This is an optimization exercise on Yosys and OpenROAD, whose aim is small area and a short achievable clock period, not a production implementation. Function not checked in this run: the RTL went through the layout flow alone. No activity file was given, so power comes from the tool's default toggle rates.

`flow/design.v`:
```
`timescale 1ns/1ps
module FloatingPoint_Multiplier_Complete (
    input wire         clk,
    input wire         rst,
    input  wire [15:0] a,
    input  wire [15:0] b,
    output reg  [15:0] result,
    output reg         overflow,
    output reg         underflow
);
    wire es_g0 = a[10] & b[10];
    wire es_p0 = a[10] ^ b[10];
    wire es_g1 = a[11] & b[11];
    wire es_p1 = a[11] ^ b[11];
    wire es_g2 = a[12] & b[12];
    wire es_p2 = a[12] ^ b[12];
    wire es_g3 = a[13] & b[13];
    wire es_p3 = a[13] ^ b[13];
    wire es_g4 = a[14] & b[14];
    wire es_p4 = a[14] ^ b[14];
    wire es_G0_1 = es_g1 | (es_p1 & es_g0);
    wire es_P0_1 = es_p1 & es_p0;
    wire es_G0_2 = es_g2 | (es_p2 & es_g1);
    wire es_P0_2 = es_p2 & es_p1;
    wire es_G0_3 = es_g3 | (es_p3 & es_g2);
    wire es_P0_3 = es_p3 & es_p2;
    wire es_G0_4 = es_g4 | (es_p4 & es_g3);
    wire es_P0_4 = es_p4 & es_p3;
    wire es_G1_2 = es_G0_2 | (es_P0_2 & es_g0);
    wire es_P1_2 = es_P0_2 & es_p0;
    wire es_G1_3 = es_G0_3 | (es_P0_3 & es_G0_1);
    wire es_P1_3 = es_P0_3 & es_P0_1;
    wire es_G1_4 = es_G0_4 | (es_P0_4 & es_G0_2);
    wire es_P1_4 = es_P0_4 & es_P0_2;
    wire es_G2_4 = es_G1_4 | (es_P1_4 & es_g0);
    wire es_P2_4 = es_P1_4 & es_p0;
    wire es_s1 = es_p1 ^ es_g0;
    wire es_s2 = es_p2 ^ es_G0_1;
    wire es_s3 = es_p3 ^ es_G1_2;
    wire es_s4 = es_p4 ^ es_G1_3;
    reg        r1_sign, r1_ha;
    reg  [5:0] r1_es;    
    reg  [9:0] r1_ma;
    reg  [5:0] r1_one, r1_two;    
    reg  [4:0] r1_neg;
    wire [12:0] yb = {2'b00, b[14:10] != 5'd0, b[9:0]};
    always @(posedge clk) begin
        r1_sign <= a[15] ^ b[15];
        r1_es   <= ((a[14:0] == 15'd0) | (b[14:0] == 15'd0)) ? 6'h3f : {es_G2_4, es_s4, es_s3, es_s2, es_s1, es_p0};
        r1_ha   <= a[14:10] != 5'd0;
        r1_ma   <= a[9:0];
        r1_one[0] <= yb[0] ^ 1'b0;
        r1_two[0] <= (yb[1] & ~yb[0] & ~1'b0) | (~yb[1] & yb[0] & 1'b0);
        r1_neg[0] <= yb[1];
        r1_one[1] <= yb[2] ^ yb[1];
        r1_two[1] <= (yb[3] & ~yb[2] & ~yb[1]) | (~yb[3] & yb[2] & yb[1]);
        r1_neg[1] <= yb[3];
        r1_one[2] <= yb[4] ^ yb[3];
        r1_two[2] <= (yb[5] & ~yb[4] & ~yb[3]) | (~yb[5] & yb[4] & yb[3]);
        r1_neg[2] <= yb[5];
        r1_one[3] <= yb[6] ^ yb[5];
        r1_two[3] <= (yb[7] & ~yb[6] & ~yb[5]) | (~yb[7] & yb[6] & yb[5]);
        r1_neg[3] <= yb[7];
        r1_one[4] <= yb[8] ^ yb[7];
        r1_two[4] <= (yb[9] & ~yb[8] & ~yb[7]) | (~yb[9] & yb[8] & yb[7]);
        r1_neg[4] <= yb[9];
        r1_one[5] <= yb[10] ^ yb[9];
        r1_two[5] <= (yb[11] & ~yb[10] & ~yb[9]) | (~yb[11] & yb[10] & yb[9]);
    end
    wire [10:0] mx = {r1_ha, r1_ma};
    wire bp0_0 = ((r1_one[0] & mx[0])) ^ r1_neg[0];
    wire bp0_1 = ((r1_one[0] & mx[1]) | (r1_two[0] & mx[0])) ^ r1_neg[0];
    wire bp0_2 = ((r1_one[0] & mx[2]) | (r1_two[0] & mx[1])) ^ r1_neg[0];
    wire bp0_3 = ((r1_one[0] & mx[3]) | (r1_two[0] & mx[2])) ^ r1_neg[0];
    wire bp0_4 = ((r1_one[0] & mx[4]) | (r1_two[0] & mx[3])) ^ r1_neg[0];
    wire bp0_5 = ((r1_one[0] & mx[5]) | (r1_two[0] & mx[4])) ^ r1_neg[0];
    wire bp0_6 = ((r1_one[0] & mx[6]) | (r1_two[0] & mx[5])) ^ r1_neg[0];
    wire bp0_7 = ((r1_one[0] & mx[7]) | (r1_two[0] & mx[6])) ^ r1_neg[0];
    wire bp0_8 = ((r1_one[0] & mx[8]) | (r1_two[0] & mx[7])) ^ r1_neg[0];
    wire bp0_9 = ((r1_one[0] & mx[9]) | (r1_two[0] & mx[8])) ^ r1_neg[0];
    wire bp0_10 = ((r1_one[0] & mx[10]) | (r1_two[0] & mx[9])) ^ r1_neg[0];
    wire bp0_11 = ((r1_two[0] & mx[10])) ^ r1_neg[0];
    wire bp1_0 = ((r1_one[1] & mx[0])) ^ r1_neg[1];
    wire bp1_1 = ((r1_one[1] & mx[1]) | (r1_two[1] & mx[0])) ^ r1_neg[1];
    wire bp1_2 = ((r1_one[1] & mx[2]) | (r1_two[1] & mx[1])) ^ r1_neg[1];
    wire bp1_3 = ((r1_one[1] & mx[3]) | (r1_two[1] & mx[2])) ^ r1_neg[1];
    wire bp1_4 = ((r1_one[1] & mx[4]) | (r1_two[1] & mx[3])) ^ r1_neg[1];
    wire bp1_5 = ((r1_one[1] & mx[5]) | (r1_two[1] & mx[4])) ^ r1_neg[1];
    wire bp1_6 = ((r1_one[1] & mx[6]) | (r1_two[1] & mx[5])) ^ r1_neg[1];
    wire bp1_7 = ((r1_one[1] & mx[7]) | (r1_two[1] & mx[6])) ^ r1_neg[1];
    wire bp1_8 = ((r1_one[1] & mx[8]) | (r1_two[1] & mx[7])) ^ r1_neg[1];
    wire bp1_9 = ((r1_one[1] & mx[9]) | (r1_two[1] & mx[8])) ^ r1_neg[1];
    wire bp1_10 = ((r1_one[1] & mx[10]) | (r1_two[1] & mx[9])) ^ r1_neg[1];
    wire bp1_11 = ((r1_two[1] & mx[10])) ^ r1_neg[1];
    wire bp2_0 = ((r1_one[2] & mx[0])) ^ r1_neg[2];
    wire bp2_1 = ((r1_one[2] & mx[1]) | (r1_two[2] & mx[0])) ^ r1_neg[2];
    wire bp2_2 = ((r1_one[2] & mx[2]) | (r1_two[2] & mx[1])) ^ r1_neg[2];
    wire bp2_3 = ((r1_one[2] & mx[3]) | (r1_two[2] & mx[2])) ^ r1_neg[2];
    wire bp2_4 = ((r1_one[2] & mx[4]) | (r1_two[2] & mx[3])) ^ r1_neg[2];
    wire bp2_5 = ((r1_one[2] & mx[5]) | (r1_two[2] & mx[4])) ^ r1_neg[2];
    wire bp2_6 = ((r1_one[2] & mx[6]) | (r1_two[2] & mx[5])) ^ r1_neg[2];
    wire bp2_7 = ((r1_one[2] & mx[7]) | (r1_two[2] & mx[6])) ^ r1_neg[2];
    wire bp2_8 = ((r1_one[2] & mx[8]) | (r1_two[2] & mx[7])) ^ r1_neg[2];
    wire bp2_9 = ((r1_one[2] & mx[9]) | (r1_two[2] & mx[8])) ^ r1_neg[2];
    wire bp2_10 = ((r1_one[2] & mx[10]) | (r1_two[2] & mx[9])) ^ r1_neg[2];
    wire bp2_11 = ((r1_two[2] & mx[10])) ^ r1_neg[2];
    wire bp3_0 = ((r1_one[3] & mx[0])) ^ r1_neg[3];
    wire bp3_1 = ((r1_one[3] & mx[1]) | (r1_two[3] & mx[0])) ^ r1_neg[3];
    wire bp3_2 = ((r1_one[3] & mx[2]) | (r1_two[3] & mx[1])) ^ r1_neg[3];
    wire bp3_3 = ((r1_one[3] & mx[3]) | (r1_two[3] & mx[2])) ^ r1_neg[3];
    wire bp3_4 = ((r1_one[3] & mx[4]) | (r1_two[3] & mx[3])) ^ r1_neg[3];
    wire bp3_5 = ((r1_one[3] & mx[5]) | (r1_two[3] & mx[4])) ^ r1_neg[3];
    wire bp3_6 = ((r1_one[3] & mx[6]) | (r1_two[3] & mx[5])) ^ r1_neg[3];
    wire bp3_7 = ((r1_one[3] & mx[7]) | (r1_two[3] & mx[6])) ^ r1_neg[3];
    wire bp3_8 = ((r1_one[3] & mx[8]) | (r1_two[3] & mx[7])) ^ r1_neg[3];
    wire bp3_9 = ((r1_one[3] & mx[9]) | (r1_two[3] & mx[8])) ^ r1_neg[3];
    wire bp3_10 = ((r1_one[3] & mx[10]) | (r1_two[3] & mx[9])) ^ r1_neg[3];
    wire bp3_11 = ((r1_two[3] & mx[10])) ^ r1_neg[3];
    wire bp4_0 = ((r1_one[4] & mx[0])) ^ r1_neg[4];
    wire bp4_1 = ((r1_one[4] & mx[1]) | (r1_two[4] & mx[0])) ^ r1_neg[4];
    wire bp4_2 = ((r1_one[4] & mx[2]) | (r1_two[4] & mx[1])) ^ r1_neg[4];
    wire bp4_3 = ((r1_one[4] & mx[3]) | (r1_two[4] & mx[2])) ^ r1_neg[4];
    wire bp4_4 = ((r1_one[4] & mx[4]) | (r1_two[4] & mx[3])) ^ r1_neg[4];
    wire bp4_5 = ((r1_one[4] & mx[5]) | (r1_two[4] & mx[4])) ^ r1_neg[4];
    wire bp4_6 = ((r1_one[4] & mx[6]) | (r1_two[4] & mx[5])) ^ r1_neg[4];
    wire bp4_7 = ((r1_one[4] & mx[7]) | (r1_two[4] & mx[6])) ^ r1_neg[4];
    wire bp4_8 = ((r1_one[4] & mx[8]) | (r1_two[4] & mx[7])) ^ r1_neg[4];
    wire bp4_9 = ((r1_one[4] & mx[9]) | (r1_two[4] & mx[8])) ^ r1_neg[4];
    wire bp4_10 = ((r1_one[4] & mx[10]) | (r1_two[4] & mx[9])) ^ r1_neg[4];
    wire bp4_11 = ((r1_two[4] & mx[10])) ^ r1_neg[4];
    wire bp5_0 = (r1_one[5] & mx[0]);
    wire bp5_1 = (r1_one[5] & mx[1]) | (r1_two[5] & mx[0]);
    wire bp5_2 = (r1_one[5] & mx[2]) | (r1_two[5] & mx[1]);
    wire bp5_3 = (r1_one[5] & mx[3]) | (r1_two[5] & mx[2]);
    wire bp5_4 = (r1_one[5] & mx[4]) | (r1_two[5] & mx[3]);
    wire bp5_5 = (r1_one[5] & mx[5]) | (r1_two[5] & mx[4]);
    wire bp5_6 = (r1_one[5] & mx[6]) | (r1_two[5] & mx[5]);
    wire bp5_7 = (r1_one[5] & mx[7]) | (r1_two[5] & mx[6]);
    wire bp5_8 = (r1_one[5] & mx[8]) | (r1_two[5] & mx[7]);
    wire bp5_9 = (r1_one[5] & mx[9]) | (r1_two[5] & mx[8]);
    wire bp5_10 = (r1_one[5] & mx[10]) | (r1_two[5] & mx[9]);
    wire bp5_11 = (r1_two[5] & mx[10]);
    wire hs0 = r1_neg[3] ^ bp0_6;
    wire hc0 = r1_neg[3] & bp0_6;
    wire hs1 = bp0_7 ^ bp1_5;
    wire hc1 = bp0_7 & bp1_5;
    wire fs0 = r1_neg[4] ^ bp0_8 ^ bp1_6;
    wire fc0 = (r1_neg[4] & bp0_8) | (r1_neg[4] & bp1_6) | (bp0_8 & bp1_6);
    wire hs2 = bp2_4 ^ bp3_2;
    wire hc2 = bp2_4 & bp3_2;
    wire fs1 = 1'b1 ^ bp0_9 ^ bp1_7;
    wire fc1 = (1'b1 & bp0_9) | (1'b1 & bp1_7) | (bp0_9 & bp1_7);
    wire fs2 = bp2_5 ^ bp3_3 ^ bp4_1;
    wire fc2 = (bp2_5 & bp3_3) | (bp2_5 & bp4_1) | (bp3_3 & bp4_1);
    wire fs3 = bp0_10 ^ bp1_8 ^ bp2_6;
    wire fc3 = (bp0_10 & bp1_8) | (bp0_10 & bp2_6) | (bp1_8 & bp2_6);
    wire fs4 = bp3_4 ^ bp4_2 ^ bp5_0;
    wire fc4 = (bp3_4 & bp4_2) | (bp3_4 & bp5_0) | (bp4_2 & bp5_0);
    wire fs5 = bp0_11 ^ bp1_9 ^ bp2_7;
    wire fc5 = (bp0_11 & bp1_9) | (bp0_11 & bp2_7) | (bp1_9 & bp2_7);
    wire fs6 = bp3_5 ^ bp4_3 ^ bp5_1;
    wire fc6 = (bp3_5 & bp4_3) | (bp3_5 & bp5_1) | (bp4_3 & bp5_1);
    wire fs7 = r1_neg[0] ^ bp1_10 ^ bp2_8;
    wire fc7 = (r1_neg[0] & bp1_10) | (r1_neg[0] & bp2_8) | (bp1_10 & bp2_8);
    wire fs8 = bp3_6 ^ bp4_4 ^ bp5_2;
    wire fc8 = (bp3_6 & bp4_4) | (bp3_6 & bp5_2) | (bp4_4 & bp5_2);
    wire fs9 = r1_neg[0] ^ bp1_11 ^ bp2_9;
    wire fc9 = (r1_neg[0] & bp1_11) | (r1_neg[0] & bp2_9) | (bp1_11 & bp2_9);
    wire fs10 = bp3_7 ^ bp4_5 ^ bp5_3;
    wire fc10 = (bp3_7 & bp4_5) | (bp3_7 & bp5_3) | (bp4_5 & bp5_3);
    wire fs11 = ~r1_neg[0] ^ ~r1_neg[1] ^ bp2_10;
    wire fc11 = (~r1_neg[0] & ~r1_neg[1]) | (~r1_neg[0] & bp2_10) | (~r1_neg[1] & bp2_10);
    wire fs12 = bp3_8 ^ bp4_6 ^ bp5_4;
    wire fc12 = (bp3_8 & bp4_6) | (bp3_8 & bp5_4) | (bp4_6 & bp5_4);
    wire fs13 = 1'b1 ^ bp2_11 ^ bp3_9;
    wire fc13 = (1'b1 & bp2_11) | (1'b1 & bp3_9) | (bp2_11 & bp3_9);
    wire hs3 = bp4_7 ^ bp5_5;
    wire hc3 = bp4_7 & bp5_5;
    wire fs14 = ~r1_neg[2] ^ bp3_10 ^ bp4_8;
    wire fc14 = (~r1_neg[2] & bp3_10) | (~r1_neg[2] & bp4_8) | (bp3_10 & bp4_8);
    wire hs4 = 1'b1 ^ bp3_11;
    wire hc4 = 1'b1 & bp3_11;
    wire hs5 = r1_neg[2] ^ bp0_4;
    wire hc5 = r1_neg[2] & bp0_4;
    wire hs6 = bp0_5 ^ bp1_3;
    wire hc6 = bp0_5 & bp1_3;
    wire fs15 = bp1_4 ^ bp2_2 ^ bp3_0;
    wire fc15 = (bp1_4 & bp2_2) | (bp1_4 & bp3_0) | (bp2_2 & bp3_0);
    wire fs16 = bp2_3 ^ bp3_1 ^ hc0;
    wire fc16 = (bp2_3 & bp3_1) | (bp2_3 & hc0) | (bp3_1 & hc0);
    wire fs17 = bp4_0 ^ hc1 ^ hs2;
    wire fc17 = (bp4_0 & hc1) | (bp4_0 & hs2) | (hc1 & hs2);
    wire fs18 = hc2 ^ fc0 ^ fs1;
    wire fc18 = (hc2 & fc0) | (hc2 & fs1) | (fc0 & fs1);
    wire fs19 = fc1 ^ fc2 ^ fs3;
    wire fc19 = (fc1 & fc2) | (fc1 & fs3) | (fc2 & fs3);
    wire fs20 = fc3 ^ fc4 ^ fs5;
    wire fc20 = (fc3 & fc4) | (fc3 & fs5) | (fc4 & fs5);
    wire fs21 = fc5 ^ fc6 ^ fs7;
    wire fc21 = (fc5 & fc6) | (fc5 & fs7) | (fc6 & fs7);
    wire fs22 = fc7 ^ fc8 ^ fs10;
    wire fc22 = (fc7 & fc8) | (fc7 & fs10) | (fc8 & fs10);
    wire fs23 = fc10 ^ fc9 ^ fs11;
    wire fc23 = (fc10 & fc9) | (fc10 & fs11) | (fc9 & fs11);
    wire fs24 = hs3 ^ fc11 ^ fc12;
    wire fc24 = (hs3 & fc11) | (hs3 & fc12) | (fc11 & fc12);
    wire fs25 = bp5_6 ^ hc3 ^ fc13;
    wire fc25 = (bp5_6 & hc3) | (bp5_6 & fc13) | (hc3 & fc13);
    wire fs26 = bp4_9 ^ bp5_7 ^ hs4;
    wire fc26 = (bp4_9 & bp5_7) | (bp4_9 & hs4) | (bp5_7 & hs4);
    wire fs27 = ~r1_neg[3] ^ bp4_10 ^ bp5_8;
    wire fc27 = (~r1_neg[3] & bp4_10) | (~r1_neg[3] & bp5_8) | (bp4_10 & bp5_8);
    wire hs7 = 1'b1 ^ bp4_11;
    wire hc7 = 1'b1 & bp4_11;
    wire hs8 = r1_neg[1] ^ bp0_2;
    wire hc8 = r1_neg[1] & bp0_2;
    wire hs9 = bp0_3 ^ bp1_1;
    wire hc9 = bp0_3 & bp1_1;
    wire fs28 = bp1_2 ^ bp2_0 ^ hs5;
    wire fc28 = (bp1_2 & bp2_0) | (bp1_2 & hs5) | (bp2_0 & hs5);
    wire fs29 = bp2_1 ^ hc5 ^ hs6;
    wire fc29 = (bp2_1 & hc5) | (bp2_1 & hs6) | (hc5 & hs6);
    wire fs30 = hc6 ^ hs0 ^ fs15;
    wire fc30 = (hc6 & hs0) | (hc6 & fs15) | (hs0 & fs15);
    wire fs31 = hs1 ^ fc15 ^ fs16;
    wire fc31 = (hs1 & fc15) | (hs1 & fs16) | (fc15 & fs16);
    wire fs32 = fs0 ^ fc16 ^ fs17;
    wire fc32 = (fs0 & fc16) | (fs0 & fs17) | (fc16 & fs17);
    wire fs33 = fs2 ^ fc17 ^ fs18;
    wire fc33 = (fs2 & fc17) | (fs2 & fs18) | (fc17 & fs18);
    wire fs34 = fs4 ^ fc18 ^ fs19;
    wire fc34 = (fs4 & fc18) | (fs4 & fs19) | (fc18 & fs19);
    wire fs35 = fs6 ^ fc19 ^ fs20;
    wire fc35 = (fs6 & fc19) | (fs6 & fs20) | (fc19 & fs20);
    wire fs36 = fs8 ^ fc20 ^ fs21;
    wire fc36 = (fs8 & fc20) | (fs8 & fs21) | (fc20 & fs21);
    wire fs37 = fs9 ^ fc21 ^ fs22;
    wire fc37 = (fs9 & fc21) | (fs9 & fs22) | (fc21 & fs22);
    wire fs38 = fs12 ^ fc22 ^ fs23;
    wire fc38 = (fs12 & fc22) | (fs12 & fs23) | (fc22 & fs23);
    wire fs39 = fs13 ^ fc23 ^ fs24;
    wire fc39 = (fs13 & fc23) | (fs13 & fs24) | (fc23 & fs24);
    wire fs40 = fs14 ^ fc24 ^ fs25;
    wire fc40 = (fs14 & fc24) | (fs14 & fs25) | (fc24 & fs25);
    wire fs41 = fc14 ^ fc25 ^ fs26;
    wire fc41 = (fc14 & fc25) | (fc14 & fs26) | (fc25 & fs26);
    wire fs42 = hc4 ^ fs27 ^ fc26;
    wire fc42 = (hc4 & fs27) | (hc4 & fc26) | (fs27 & fc26);
    wire fs43 = bp5_9 ^ hs7 ^ fc27;
    wire fc43 = (bp5_9 & hs7) | (bp5_9 & fc27) | (hs7 & fc27);
    wire fs44 = ~r1_neg[4] ^ bp5_10 ^ hc7;
    wire fc44 = (~r1_neg[4] & bp5_10) | (~r1_neg[4] & hc7) | (bp5_10 & hc7);
    wire hs10 = 1'b1 ^ bp5_11;
    wire lo_g0 = r1_neg[0] & bp0_0;
    wire lo_p0 = r1_neg[0] ^ bp0_0;
    wire lo_g2 = bp1_0 & hs8;
    wire lo_p2 = bp1_0 ^ hs8;
    wire lo_g3 = hc8 & hs9;
    wire lo_p3 = hc8 ^ hs9;
    wire lo_g4 = hc9 & fs28;
    wire lo_p4 = hc9 ^ fs28;
    wire lo_g5 = fc28 & fs29;
    wire lo_p5 = fc28 ^ fs29;
    wire lo_g6 = fc29 & fs30;
    wire lo_p6 = fc29 ^ fs30;
    wire lo_g7 = fc30 & fs31;
    wire lo_p7 = fc30 ^ fs31;
    wire lo_G0_1 = (bp0_1 & lo_g0);
    wire lo_P0_1 = bp0_1 & lo_p0;
    wire lo_G0_2 = lo_g2;
    wire lo_P0_2 = lo_p2 & bp0_1;
    wire lo_G0_3 = lo_g3 | (lo_p3 & lo_g2);
    wire lo_P0_3 = lo_p3 & lo_p2;
    wire lo_G0_4 = lo_g4 | (lo_p4 & lo_g3);
    wire lo_P0_4 = lo_p4 & lo_p3;
    wire lo_G0_5 = lo_g5 | (lo_p5 & lo_g4);
    wire lo_P0_5 = lo_p5 & lo_p4;
    wire lo_G0_6 = lo_g6 | (lo_p6 & lo_g5);
    wire lo_P0_6 = lo_p6 & lo_p5;
    wire lo_G0_7 = lo_g7 | (lo_p7 & lo_g6);
    wire lo_P0_7 = lo_p7 & lo_p6;
    wire lo_G1_2 = lo_G0_2 | (lo_P0_2 & lo_g0);
    wire lo_P1_2 = lo_P0_2 & lo_p0;
    wire lo_G1_3 = lo_G0_3 | (lo_P0_3 & lo_G0_1);
    wire lo_P1_3 = lo_P0_3 & lo_P0_1;
    wire lo_G1_4 = lo_G0_4 | (lo_P0_4 & lo_G0_2);
    wire lo_P1_4 = lo_P0_4 & lo_P0_2;
    wire lo_G1_5 = lo_G0_5 | (lo_P0_5 & lo_G0_3);
    wire lo_P1_5 = lo_P0_5 & lo_P0_3;
    wire lo_G1_6 = lo_G0_6 | (lo_P0_6 & lo_G0_4);
    wire lo_P1_6 = lo_P0_6 & lo_P0_4;
    wire lo_G1_7 = lo_G0_7 | (lo_P0_7 & lo_G0_5);
    wire lo_P1_7 = lo_P0_7 & lo_P0_5;
    wire lo_G2_4 = lo_G1_4 | (lo_P1_4 & lo_g0);
    wire lo_P2_4 = lo_P1_4 & lo_p0;
    wire lo_G2_5 = lo_G1_5 | (lo_P1_5 & lo_G0_1);
    wire lo_P2_5 = lo_P1_5 & lo_P0_1;
    wire lo_G2_6 = lo_G1_6 | (lo_P1_6 & lo_G1_2);
    wire lo_P2_6 = lo_P1_6 & lo_P1_2;
    wire lo_G2_7 = lo_G1_7 | (lo_P1_7 & lo_G1_3);
    wire lo_P2_7 = lo_P1_7 & lo_P1_3;
    wire lo_s1 = bp0_1 ^ lo_g0;
    wire lo_s2 = lo_p2 ^ lo_G0_1;
    wire lo_s3 = lo_p3 ^ lo_G1_2;
    wire lo_s4 = lo_p4 ^ lo_G1_3;
    wire lo_s5 = lo_p5 ^ lo_G2_4;
    wire lo_s6 = lo_p6 ^ lo_G2_5;
    wire lo_s7 = lo_p7 ^ lo_G2_6;
    wire [7:0] nlo = {lo_s7, lo_s6, lo_s5, lo_s4, lo_s3, lo_s2, lo_s1, lo_p0};
    wire zq0 = ~(r1_neg[0] ^ bp0_0);
    wire zq1 = ~(bp0_1 ^ (r1_neg[0] | bp0_0));
    wire zq2 = ~((bp1_0 ^ hs8) ^ bp0_1);
    wire zq3 = ~((hc8 ^ hs9) ^ (bp1_0 | hs8));
    wire zq4 = ~((hc9 ^ fs28) ^ (hc8 | hs9));
    wire zq5 = ~((fc28 ^ fs29) ^ (hc9 | fs28));
    wire zq6 = ~((fc29 ^ fs30) ^ (fc28 | fs29));
    wire zq7 = ~((fc30 ^ fs31) ^ (fc29 | fs30));
    wire zq8 = ~((fc31 ^ fs32) ^ (fc30 | fs31));
    wire zq9 = ~((fc32 ^ fs33) ^ (fc31 | fs32));
    wire zr1 = ~(bp0_1 ^ (r1_neg[0] & bp0_0));
    wire z08 = zq0 & zq1 & zq2 & zq3 & zq4 & zq5 & zq6 & zq7 & zq8;    
    wire z19 = zr1 & zq2 & zq3 & zq4 & zq5 & zq6 & zq7 & zq8 & zq9;    
    reg [21:8] r2_a;
    reg [21:8] r2_b;
    reg        r2_cin;
    reg        r2_zA;
    reg        r2_zB;
    reg        r2_z0c;
    reg        r2_z1c;
    reg        r2_sign;
    reg  [5:0] r2_es;
    always @(posedge clk) begin
        r2_cin <= lo_G2_7;
        r2_zA <= zq2 & zq3 & zq4 & zq5;
        r2_zB <= zq6 & zq7 & zq8;
        r2_z0c <= zq0 & zq1;
        r2_z1c <= zr1;
        r2_a[8] <= fc31;
        r2_b[8] <= fs32;
        r2_a[9] <= fc32;
        r2_b[9] <= fs33;
        r2_a[10] <= fc33;
        r2_b[10] <= fs34;
        r2_a[11] <= fc34;
        r2_b[11] <= fs35;
        r2_a[12] <= fc35;
        r2_b[12] <= fs36;
        r2_a[13] <= fc36;
        r2_b[13] <= fs37;
        r2_a[14] <= fc37;
        r2_b[14] <= fs38;
        r2_a[15] <= fs39;
        r2_b[15] <= fc38;
        r2_a[16] <= fc39;
        r2_b[16] <= fs40;
        r2_a[17] <= fc40;
        r2_b[17] <= fs41;
        r2_a[18] <= fc41;
        r2_b[18] <= fs42;
        r2_a[19] <= fs43;
        r2_b[19] <= fc42;
        r2_a[20] <= fs44;
        r2_b[20] <= fc43;
        r2_a[21] <= hs10;
        r2_b[21] <= fc44;
        r2_sign <= r1_sign;
        r2_es <= r1_es;
    end
    wire hi_g0 = r2_a[8] & r2_b[8];
    wire hi_p0 = r2_a[8] ^ r2_b[8];
    wire hi_g1 = r2_a[9] & r2_b[9];
    wire hi_p1 = r2_a[9] ^ r2_b[9];
    wire hi_g2 = r2_a[10] & r2_b[10];
    wire hi_p2 = r2_a[10] ^ r2_b[10];
    wire hi_g3 = r2_a[11] & r2_b[11];
    wire hi_p3 = r2_a[11] ^ r2_b[11];
    wire hi_g4 = r2_a[12] & r2_b[12];
    wire hi_p4 = r2_a[12] ^ r2_b[12];
    wire hi_g5 = r2_a[13] & r2_b[13];
    wire hi_p5 = r2_a[13] ^ r2_b[13];
    wire hi_g6 = r2_a[14] & r2_b[14];
    wire hi_p6 = r2_a[14] ^ r2_b[14];
    wire hi_g7 = r2_a[15] & r2_b[15];
    wire hi_p7 = r2_a[15] ^ r2_b[15];
    wire hi_g8 = r2_a[16] & r2_b[16];
    wire hi_p8 = r2_a[16] ^ r2_b[16];
    wire hi_g9 = r2_a[17] & r2_b[17];
    wire hi_p9 = r2_a[17] ^ r2_b[17];
    wire hi_g10 = r2_a[18] & r2_b[18];
    wire hi_p10 = r2_a[18] ^ r2_b[18];
    wire hi_g11 = r2_a[19] & r2_b[19];
    wire hi_p11 = r2_a[19] ^ r2_b[19];
    wire hi_g12 = r2_a[20] & r2_b[20];
    wire hi_p12 = r2_a[20] ^ r2_b[20];
    wire hi_g13 = r2_a[21] & r2_b[21];
    wire hi_p13 = r2_a[21] ^ r2_b[21];
    wire hi_G0_1 = hi_g1 | (hi_p1 & hi_g0);
    wire hi_P0_1 = hi_p1 & hi_p0;
    wire hi_G0_2 = hi_g2 | (hi_p2 & hi_g1);
    wire hi_P0_2 = hi_p2 & hi_p1;
    wire hi_G0_3 = hi_g3 | (hi_p3 & hi_g2);
    wire hi_P0_3 = hi_p3 & hi_p2;
    wire hi_G0_4 = hi_g4 | (hi_p4 & hi_g3);
    wire hi_P0_4 = hi_p4 & hi_p3;
    wire hi_G0_5 = hi_g5 | (hi_p5 & hi_g4);
    wire hi_P0_5 = hi_p5 & hi_p4;
    wire hi_G0_6 = hi_g6 | (hi_p6 & hi_g5);
    wire hi_P0_6 = hi_p6 & hi_p5;
    wire hi_G0_7 = hi_g7 | (hi_p7 & hi_g6);
    wire hi_P0_7 = hi_p7 & hi_p6;
    wire hi_G0_8 = hi_g8 | (hi_p8 & hi_g7);
    wire hi_P0_8 = hi_p8 & hi_p7;
    wire hi_G0_9 = hi_g9 | (hi_p9 & hi_g8);
    wire hi_P0_9 = hi_p9 & hi_p8;
    wire hi_G0_10 = hi_g10 | (hi_p10 & hi_g9);
    wire hi_P0_10 = hi_p10 & hi_p9;
    wire hi_G0_11 = hi_g11 | (hi_p11 & hi_g10);
    wire hi_P0_11 = hi_p11 & hi_p10;
    wire hi_G0_12 = hi_g12 | (hi_p12 & hi_g11);
    wire hi_P0_12 = hi_p12 & hi_p11;
    wire hi_G0_13 = hi_g13 | (hi_p13 & hi_g12);
    wire hi_P0_13 = hi_p13 & hi_p12;
    wire hi_G1_2 = hi_G0_2 | (hi_P0_2 & hi_g0);
    wire hi_P1_2 = hi_P0_2 & hi_p0;
    wire hi_G1_3 = hi_G0_3 | (hi_P0_3 & hi_G0_1);
    wire hi_P1_3 = hi_P0_3 & hi_P0_1;
    wire hi_G1_4 = hi_G0_4 | (hi_P0_4 & hi_G0_2);
    wire hi_P1_4 = hi_P0_4 & hi_P0_2;
    wire hi_G1_5 = hi_G0_5 | (hi_P0_5 & hi_G0_3);
    wire hi_P1_5 = hi_P0_5 & hi_P0_3;
    wire hi_G1_6 = hi_G0_6 | (hi_P0_6 & hi_G0_4);
    wire hi_P1_6 = hi_P0_6 & hi_P0_4;
    wire hi_G1_7 = hi_G0_7 | (hi_P0_7 & hi_G0_5);
    wire hi_P1_7 = hi_P0_7 & hi_P0_5;
    wire hi_G1_8 = hi_G0_8 | (hi_P0_8 & hi_G0_6);
    wire hi_P1_8 = hi_P0_8 & hi_P0_6;
    wire hi_G1_9 = hi_G0_9 | (hi_P0_9 & hi_G0_7);
    wire hi_P1_9 = hi_P0_9 & hi_P0_7;
    wire hi_G1_10 = hi_G0_10 | (hi_P0_10 & hi_G0_8);
    wire hi_P1_10 = hi_P0_10 & hi_P0_8;
    wire hi_G1_11 = hi_G0_11 | (hi_P0_11 & hi_G0_9);
    wire hi_P1_11 = hi_P0_11 & hi_P0_9;
    wire hi_G1_12 = hi_G0_12 | (hi_P0_12 & hi_G0_10);
    wire hi_P1_12 = hi_P0_12 & hi_P0_10;
    wire hi_G1_13 = hi_G0_13 | (hi_P0_13 & hi_G0_11);
    wire hi_P1_13 = hi_P0_13 & hi_P0_11;
    wire hi_G2_4 = hi_G1_4 | (hi_P1_4 & hi_g0);
    wire hi_P2_4 = hi_P1_4 & hi_p0;
    wire hi_G2_5 = hi_G1_5 | (hi_P1_5 & hi_G0_1);
    wire hi_P2_5 = hi_P1_5 & hi_P0_1;
    wire hi_G2_6 = hi_G1_6 | (hi_P1_6 & hi_G1_2);
    wire hi_P2_6 = hi_P1_6 & hi_P1_2;
    wire hi_G2_7 = hi_G1_7 | (hi_P1_7 & hi_G1_3);
    wire hi_P2_7 = hi_P1_7 & hi_P1_3;
    wire hi_G2_8 = hi_G1_8 | (hi_P1_8 & hi_G1_4);
    wire hi_P2_8 = hi_P1_8 & hi_P1_4;
    wire hi_G2_9 = hi_G1_9 | (hi_P1_9 & hi_G1_5);
    wire hi_P2_9 = hi_P1_9 & hi_P1_5;
    wire hi_G2_10 = hi_G1_10 | (hi_P1_10 & hi_G1_6);
    wire hi_P2_10 = hi_P1_10 & hi_P1_6;
    wire hi_G2_11 = hi_G1_11 | (hi_P1_11 & hi_G1_7);
    wire hi_P2_11 = hi_P1_11 & hi_P1_7;
    wire hi_G2_12 = hi_G1_12 | (hi_P1_12 & hi_G1_8);
    wire hi_P2_12 = hi_P1_12 & hi_P1_8;
    wire hi_G2_13 = hi_G1_13 | (hi_P1_13 & hi_G1_9);
    wire hi_P2_13 = hi_P1_13 & hi_P1_9;
    wire hi_G3_8 = hi_G2_8 | (hi_P2_8 & hi_g0);
    wire hi_P3_8 = hi_P2_8 & hi_p0;
    wire hi_G3_9 = hi_G2_9 | (hi_P2_9 & hi_G0_1);
    wire hi_P3_9 = hi_P2_9 & hi_P0_1;
    wire hi_G3_10 = hi_G2_10 | (hi_P2_10 & hi_G1_2);
    wire hi_P3_10 = hi_P2_10 & hi_P1_2;
    wire hi_G3_11 = hi_G2_11 | (hi_P2_11 & hi_G1_3);
    wire hi_P3_11 = hi_P2_11 & hi_P1_3;
    wire hi_G3_12 = hi_G2_12 | (hi_P2_12 & hi_G2_4);
    wire hi_P3_12 = hi_P2_12 & hi_P2_4;
    wire hi_G3_13 = hi_G2_13 | (hi_P2_13 & hi_G2_5);
    wire hi_P3_13 = hi_P2_13 & hi_P2_5;
    wire hi_s0 = hi_p0 ^ r2_cin;
    wire hi_C1 = hi_g0 | (hi_p0 & r2_cin);
    wire hi_s1 = hi_p1 ^ hi_C1;
    wire hi_C2 = hi_G0_1 | (hi_P0_1 & r2_cin);
    wire hi_s2 = hi_p2 ^ hi_C2;
    wire hi_C3 = hi_G1_2 | (hi_P1_2 & r2_cin);
    wire hi_s3 = hi_p3 ^ hi_C3;
    wire hi_C4 = hi_G1_3 | (hi_P1_3 & r2_cin);
    wire hi_s4 = hi_p4 ^ hi_C4;
    wire hi_C5 = hi_G2_4 | (hi_P2_4 & r2_cin);
    wire hi_s5 = hi_p5 ^ hi_C5;
    wire hi_C6 = hi_G2_5 | (hi_P2_5 & r2_cin);
    wire hi_s6 = hi_p6 ^ hi_C6;
    wire hi_C7 = hi_G2_6 | (hi_P2_6 & r2_cin);
    wire hi_s7 = hi_p7 ^ hi_C7;
    wire hi_C8 = hi_G2_7 | (hi_P2_7 & r2_cin);
    wire hi_s8 = hi_p8 ^ hi_C8;
    wire hi_C9 = hi_G3_8 | (hi_P3_8 & r2_cin);
    wire hi_s9 = hi_p9 ^ hi_C9;
    wire hi_C10 = hi_G3_9 | (hi_P3_9 & r2_cin);
    wire hi_s10 = hi_p10 ^ hi_C10;
    wire hi_C11 = hi_G3_10 | (hi_P3_10 & r2_cin);
    wire hi_s11 = hi_p11 ^ hi_C11;
    wire hi_C12 = hi_G3_11 | (hi_P3_11 & r2_cin);
    wire hi_s12 = hi_p12 ^ hi_C12;
    wire hi_C13 = hi_G3_12 | (hi_P3_12 & r2_cin);
    wire hi_s13 = hi_p13 ^ hi_C13;
    wire hi_C14 = hi_G3_13 | (hi_P3_13 & r2_cin);
    wire tie0 = ~hi_s1 & r2_zA & r2_zB & r2_z0c;    
    wire tie1 = hi_s2 & hi_s1 & r2_zA & r2_zB & r2_z1c;    
    wire r0_top = hi_s13;    
    wire r1ci = hi_s2 & hi_s1;    
    wire r1_a0_1 = hi_s3 & r1ci;
    wire r1_a0_2 = hi_s4 & hi_s3;
    wire r1_a0_3 = hi_s5 & hi_s4;
    wire r1_a0_4 = hi_s6 & hi_s5;
    wire r1_a0_5 = hi_s7 & hi_s6;
    wire r1_a0_6 = hi_s8 & hi_s7;
    wire r1_a0_7 = hi_s9 & hi_s8;
    wire r1_a0_8 = hi_s10 & hi_s9;
    wire r1_a0_9 = hi_s11 & hi_s10;
    wire r1_a0_10 = hi_s12 & hi_s11;
    wire r1_a1_2 = r1_a0_2 & r1ci;
    wire r1_a1_3 = r1_a0_3 & r1_a0_1;
    wire r1_a1_4 = r1_a0_4 & r1_a0_2;
    wire r1_a1_5 = r1_a0_5 & r1_a0_3;
    wire r1_a1_6 = r1_a0_6 & r1_a0_4;
    wire r1_a1_7 = r1_a0_7 & r1_a0_5;
    wire r1_a1_8 = r1_a0_8 & r1_a0_6;
    wire r1_a1_9 = r1_a0_9 & r1_a0_7;
    wire r1_a1_10 = r1_a0_10 & r1_a0_8;
    wire r1_a2_4 = r1_a1_4 & r1ci;
    wire r1_a2_5 = r1_a1_5 & r1_a0_1;
    wire r1_a2_6 = r1_a1_6 & r1_a1_2;
    wire r1_a2_7 = r1_a1_7 & r1_a1_3;
    wire r1_a2_8 = r1_a1_8 & r1_a1_4;
    wire r1_a2_9 = r1_a1_9 & r1_a1_5;
    wire r1_a2_10 = r1_a1_10 & r1_a1_6;
    wire r1_a3_8 = r1_a2_8 & r1ci;
    wire r1_a3_9 = r1_a2_9 & r1_a0_1;
    wire r1_a3_10 = r1_a2_10 & r1_a1_2;
    wire r1_0 = hi_s3 ^ r1ci;
    wire r1_1 = hi_s4 ^ r1_a0_1;
    wire r1_2 = hi_s5 ^ r1_a1_2;
    wire r1_3 = hi_s6 ^ r1_a1_3;
    wire r1_4 = hi_s7 ^ r1_a2_4;
    wire r1_5 = hi_s8 ^ r1_a2_5;
    wire r1_6 = hi_s9 ^ r1_a2_6;
    wire r1_7 = hi_s10 ^ r1_a2_7;
    wire r1_8 = hi_s11 ^ r1_a3_8;
    wire r1_9 = hi_s12 ^ r1_a3_9;
    wire [9:0] mant0 = {hi_s11, hi_s10, hi_s9, hi_s8, hi_s7, hi_s6, hi_s5, hi_s4, hi_s3, hi_s2} & ~{9'd0, tie0};
    wire [9:0] mant1 = {r1_9, r1_8, r1_7, r1_6, r1_5, r1_4, r1_3, r1_2, r1_1, r1_0} & ~{9'd0, tie1};
    wire [9:0] mant  = r0_top ? mant1 : mant0;
    wire       r2_zero = &r2_es;
    wire       ovf0 = r2_es >= 6'd46;
    wire       ovf1 = r2_es >= 6'd45;
    wire       unf0 = r2_es <= 6'd15;
    wire       unf1 = r2_es <= 6'd14;
    wire [4:0] ef0  = r2_es[4:0] + 5'd17;
    wire [4:0] ef1  = r2_es[4:0] + 5'd18;
    wire       ovf  = r0_top ? ovf1 : ovf0;
    wire       unf  = r0_top ? unf1 : unf0;
    wire [4:0] ef   = r0_top ? ef1 : ef0;
    reg        r3_nz, r3_ovf, r3_unf;    
    reg        r3_s;                     
    reg  [6:0] r3_lo;                    
    reg  [7:0] r3_hi;                    
    wire       nzn = ~r2_zero & ~ovf & ~unf;
    always @(posedge clk or posedge rst) begin
        if (rst) begin
            r3_nz  <= 1'b0;
            r3_ovf <= 1'b0;
            r3_unf <= 1'b0;
            r3_s   <= 1'b0;
            r3_lo  <= 7'd0;
        end else begin
            r3_nz  <= nzn;
            r3_ovf <= ~r2_zero & ovf;
            r3_unf <= ~r2_zero & ~ovf & unf;
            r3_s   <= nzn & r2_sign;
            r3_lo  <= {7{nzn}} & mant[6:0];
        end
    end
    always @(posedge clk) r3_hi <= {ef, mant[9:7]};
    always @(*) begin
        result    = {r3_s, r3_nz ? r3_hi : {8{r3_ovf}}, r3_lo};
        overflow  = r3_ovf;
        underflow = r3_unf;
    end
endmodule
```
`flow/flow/run.sh`:
```
#!/bin/bash
# Own layout flow: the standard flow (standard.sh) with two changes:
#  - synthesis runs Yosys's synth without its generic "abc -fast" pass
#    (-noabc), so the full adders written in the RTL reach extract_fa as
#    written instead of being remapped first; everything else in
#    synth_recipe.tcl (flatten, renames, registers) is unchanged;
#  - port buffers use the buffer cell named in flow/ports.txt.
# Each tool's output is in the ORFS logs under orfs/logs; make's own output
# goes to flow.log here.
set -euo pipefail
here=$(pwd)
first=$(head -n 1 synth_recipe.tcl)
if [[ "$first" != 'proc synth {args} { yosys synth -nofsm -noshare {*}$args }' ]]; then
  echo "unexpected first line of synth_recipe.tcl: $first" >&2
  exit 1
fi
{ echo 'proc synth {args} { yosys synth -nofsm -noshare -noabc {*}$args }'; tail -n +2 synth_recipe.tcl; } > own_synth.tcl
buf=$(tr -d ' \n' < flow/ports.txt)
sed -e "s#SYNTH_SCRIPT=[^ ]*#SYNTH_SCRIPT=$here/own_synth.tcl 'BUFFER_PORTS_ARGS=-buffer_cell $buf'#" standard.sh > own_standard.sh
grep -q own_synth.tcl own_standard.sh
bash own_standard.sh > flow.log 2>&1
```
`flow/flow/ports.txt`:
```
sky130_fd_sc_hd__buf_1
```
`flow/standard.sh`:
```
#!/bin/bash
# synth_recipe.tcl (not shown) runs the flow's synth.tcl, then flattens the netlist and writes it again
# the make line also repeats each setting of config.mk as NAME=value (left out here)
make -C /OpenROAD-flow-scripts/flow DESIGN_CONFIG=/design/flow/config.mk WORK_HOME=/design/flow/orfs CLKGATE_MAP_FILE= SYNTH_SCRIPT=/design/flow/synth_recipe.tcl "${@:-finish}"
```
`flow/config.mk`:
```
export PLATFORM = sky130hd
export DESIGN_NAME = FloatingPoint_Multiplier_Complete
export DESIGN_NICKNAME = FloatingPoint_Multiplier_Complete
export VERILOG_FILES = /design/flow/design.v
export SDC_FILE = /design/flow/constraint.sdc
export NUM_CORES = 4
export LEC_CHECK = 0
export ABC_CLOCK_PERIOD_IN_PS = 2500
export CAP_MARGIN = 20
export CORE_MARGIN = 2
export CORE_UTILIZATION = 55
export CTS_BUF_LIST = sky130_fd_sc_hd__clkbuf_8
export SETUP_SLACK_MARGIN = 4.7
export SLEW_MARGIN = 20
```
`flow/constraint.sdc`:
```
create_clock -name core_clock -period 7.5 [get_ports {clk}]
set_input_delay 1.5000 -clock core_clock [delete_from_list [all_inputs] [get_ports {clk}]]
set_output_delay 1.5000 -clock core_clock [all_outputs]
set_load 0.01 [all_outputs]
```
==> flow_summary.yaml <==
final_layout:
  nets: 812
  antennaDiodeCount: 0
  final_cell_mix: "xnor2_1, dfxtp_1, a22oi_1"
  drive_gt1_frac: 0.132
  fin_util: 0.628
  instances_no_fill: 830
  fin_area_um2: 7110
  final_common_cell: "xnor2_1"
  syn2layout_area_growth_pct: 12.4
drt:
  drt_first_pass_iters: 5
  wire_per_inst_um: 15.8
  vias: 4725
  ant_nets: 0
  viasPerCell: 5.69
  drt_wl_total_um: 13100
  first_iter_violations: 258
  drc: 0
timing:
  hold_viol: 0
  rsz0062_at_grt: "yes"
  whs_ns: 0.332
  fmax_mhz: 367
  worst_pin_slew_ns: 0.740
  fin_crit_ns: 2.72
  fin_skew_ns: 0.00763
  fin_tns_setup_ns: 0
  min_period_over_period: 0.363
  maxSlewViolCount: 0
  slew_headroom: 0.506
  setup_viol: 0
logic_synthesis:
  synth_top_flop_cell: "dfxtp_1"
  synth_edf_count: 0
  synth_area_leader_cell: "dfxtp_1"
  synthesis.nets: 773
  ys_seq_elements: 94
  ys_top_cells_by_area: "dfxtp_1, fa_1, ha_1, xnor2_1, a22oi_1"
  avgSynthCellArea_um2: 9.84
  ys_warn_count: 1
  ys_types: 61
  netlist.area_leader.share: 0.263
  synth_cells: 643
  synth_async_sr_flop_share: 0.117
  syn_area_um2: 6330
  ys_seq_area_frac: 0.306
critical_path:
  path_max_fanout: 8
  critPathRequiredTime_ns: 7.82
  r2r_setup_slack_ns: 4.78
  r2r_cells: 10
  startpoint_type: "flip-flop"
  rr_startpoint: "r2_a[10]$_DFF_P_"
  crit_type: "flip-flop to flip-flop"
  cp.arrival_ns: 3.04
  crit_path_end_kind: "flip-flop"
  rr_endpoint: "r3_hi[2]$_DFF_P_"
clocking:
  h-tree-depth: 3
  clock_sinks: 94
  cts_root_buf: "clkbuf_8"
  clk_latency_ns: 0.38
  ctsHoldBuffers: 0
  clkTransAtPathRegs_ns: 0.09
  cts_tree: "yes"
  cts.path.max_buffers: 2
  cts_buffers: 9
run_status:
  status: "finished clean"
pwr:
  seq_power_share: 0.247
  clkPwrFrac: 0.105
  swShare: 0.433
  internal_power_mw: 1.72
  p_leak_nw: 2.96
  power_density_nw_per_um2: 426
  vdd_drop_max_uv: 309
  pwr-share-comb: 0.648
  switching_power_mw: 1.31
hold_path:
  hold_path_depth: 0
  hold_start: "r1_es[5]$_SDFF_PP1_"
  hold_class: "flip-flop to flip-flop"
  holdPathEnd: "r2_es[5]$_DFF_P_"
flow_run:
  drv_cap: 0
placement:
  place_inst: 800
  place_congestion: 0.832
  io_buffers: 51
  placed_area_um2: 6550
  hpwl_um: 9810
die:
  die_h_um: 111
  rows: 39
  ios: 52
  fp.dieW_um: 111
  die_area_um2: 12400
  design.core.area_um2: 11300
  start_util: 0.559
global_route:
  antenna_found_initial: 0
  overflow: 0
  grt_max_degree: 20
  grt_pass1_vias: 4624
  track_usage: 0.227
  grt_first_pass_wirelength_um: 22500
## worst max-delay path: stages (launching register included)
cell and delay [ns]:
dfxtp_1 0.37, ha_4 0.24, a21o_4 0.23, a221oi_4 0.36, a21oi_4 0.11, buf_6 0.14, mux2_4 0.31, nor4_4 0.32
xnor2_1 0.12, a311o_1 0.34, a21oi_2 0.11
## cell usage after synthesis, drive strengths merged (6+ instances only)
cell / instances
a22oi: 55
xnor2: 74
nor2: 34
fa: 44
buf: 6
a21oi: 20
xor2: 21
inv: 44
a22o: 7
nand2b: 9
clkbuf: 31
nor3: 10
o21ai: 17
ha: 52
a21o: 9
nand2: 40
dfrtp: 11
dfxtp: 83
## power by group through the flow
| stage | logic [mW] | clock network [mW] | registers [mW] |
|---|---|---|---|
| finish | 1.96 | 0.318 | 0.749 |
| global route | 2.21 | 0.352 | 0.767 |
| CTS | 1.79 | 0.330 | 0.742 |
| detailed placement | 1.63 | 0 | 0.750 |
| global placement | 1.60 | 0 | 0.748 |
| floorplan | 1.34 | 0 | 0.711 |
## flip-flops by register name, summed over array words and instances (netlist names), 5 cells and up
register	count
r1_one	6
r1_ma	10
r1_neg	5
r2_es	6
r2_b	14
r3_hi	8
r2_a	14
r3_lo	7
r1_es	6
r1_two	6
## routing by layer
layer	GRT usage	wire length [um]	vias up
met5	0	0	-
met4	0.0782	229	0
met3	0.0355	528	17
met1	0.308	6020	2302
li1	-	-	2289
met2	0.371	6360	117
## area by class of cell
type / count / area, um2
Fill cell: 1000 / 4210
Clock inverter: 5 / 33.8
Inverter: 44 / 165
Multi-Input combinational cell: 468 / 4280
Clock buffer: 11 / 151
Tap cell: 143 / 179
Sequential cell: 94 / 1990
Timing Repair Buffer: 65 / 317
## how the worst max path moves through the flow
stage,from,to
floorplan,r1_neg[2]$_DFF_P_,r2_cin$_DFF_P_
global placement,r2_a[10]$_DFF_P_,r3_lo[0]$_DFF_PP0_
detailed placement,r2_a[10]$_DFF_P_,r3_lo[0]$_DFF_PP0_
CTS,r2_b[15]$_DFF_P_,r3_hi[2]$_DFF_P_
global route,r2_a[10]$_DFF_P_,r3_lo[0]$_DFF_PP0_
finish,r2_a[10]$_DFF_P_,r3_hi[2]$_DFF_P_
## metrics by stage
| stage | power [mW] | worst slack [ns] |
|---|---|---|
| 4_1_cts | 2.86 | 4.65 |
| 5_1_grt | 3.33 | 4.61 |
| 2_1_floorplan | 2.05 | 4.71 |
| 3_3_place_gp | 2.35 | 4.54 |
| 6_report | 3.03 | 4.78 |
| 3_5_place_dp | 2.38 | 4.43 |
## what timing repair did
item                       4_1_cts  5_1_grt
pin swaps                        7       14
gates resized for setup         32       40
setup endpoints to repair       22       22
setup buffers                    6        8
## logic make-up (layout without fill, tap and decap cells)
| family | Yosys count | in the layout | synth area share |
|---|---|---|---|
| buf+inv | 81 | 125 | 0.0498 |
| mux | 2 | 2 | 0.00395 |
| compound gates | 143 | 143 | 0.164 |
| flops | 94 | 94 | 0.306 |
| xor+xnor | 95 | 95 | 0.131 |
| simple gates | 132 | 132 | 0.102 |
| fa+ha+maj | 96 | 96 | 0.242 |

## what the ideal ports hide
Ports are ideal in the flow. The routed layout listed here was re-timed in OpenROAD. Step 1 assumes that a clkbuf_16 drives the clock port and a buf_2 every other input. Step 2 moves the port delays by t, midway between the first and last clock arrival at a register: inputs arrive t later, outputs are due t later. That takes back most of the time a late clock gives input paths. Three values: no drivers, after step 1, after step 2; two values: the first two.
t (ns): 0.405
slack for setup (ns): 4.776 / 4.756 / 4.560
clock arrival spread, ns: 0.008 / 0.009
After both steps this run still meets setup and hold. The setup slack of this run moves by -0.020 ns with the drivers and by -0.216 ns with both steps.
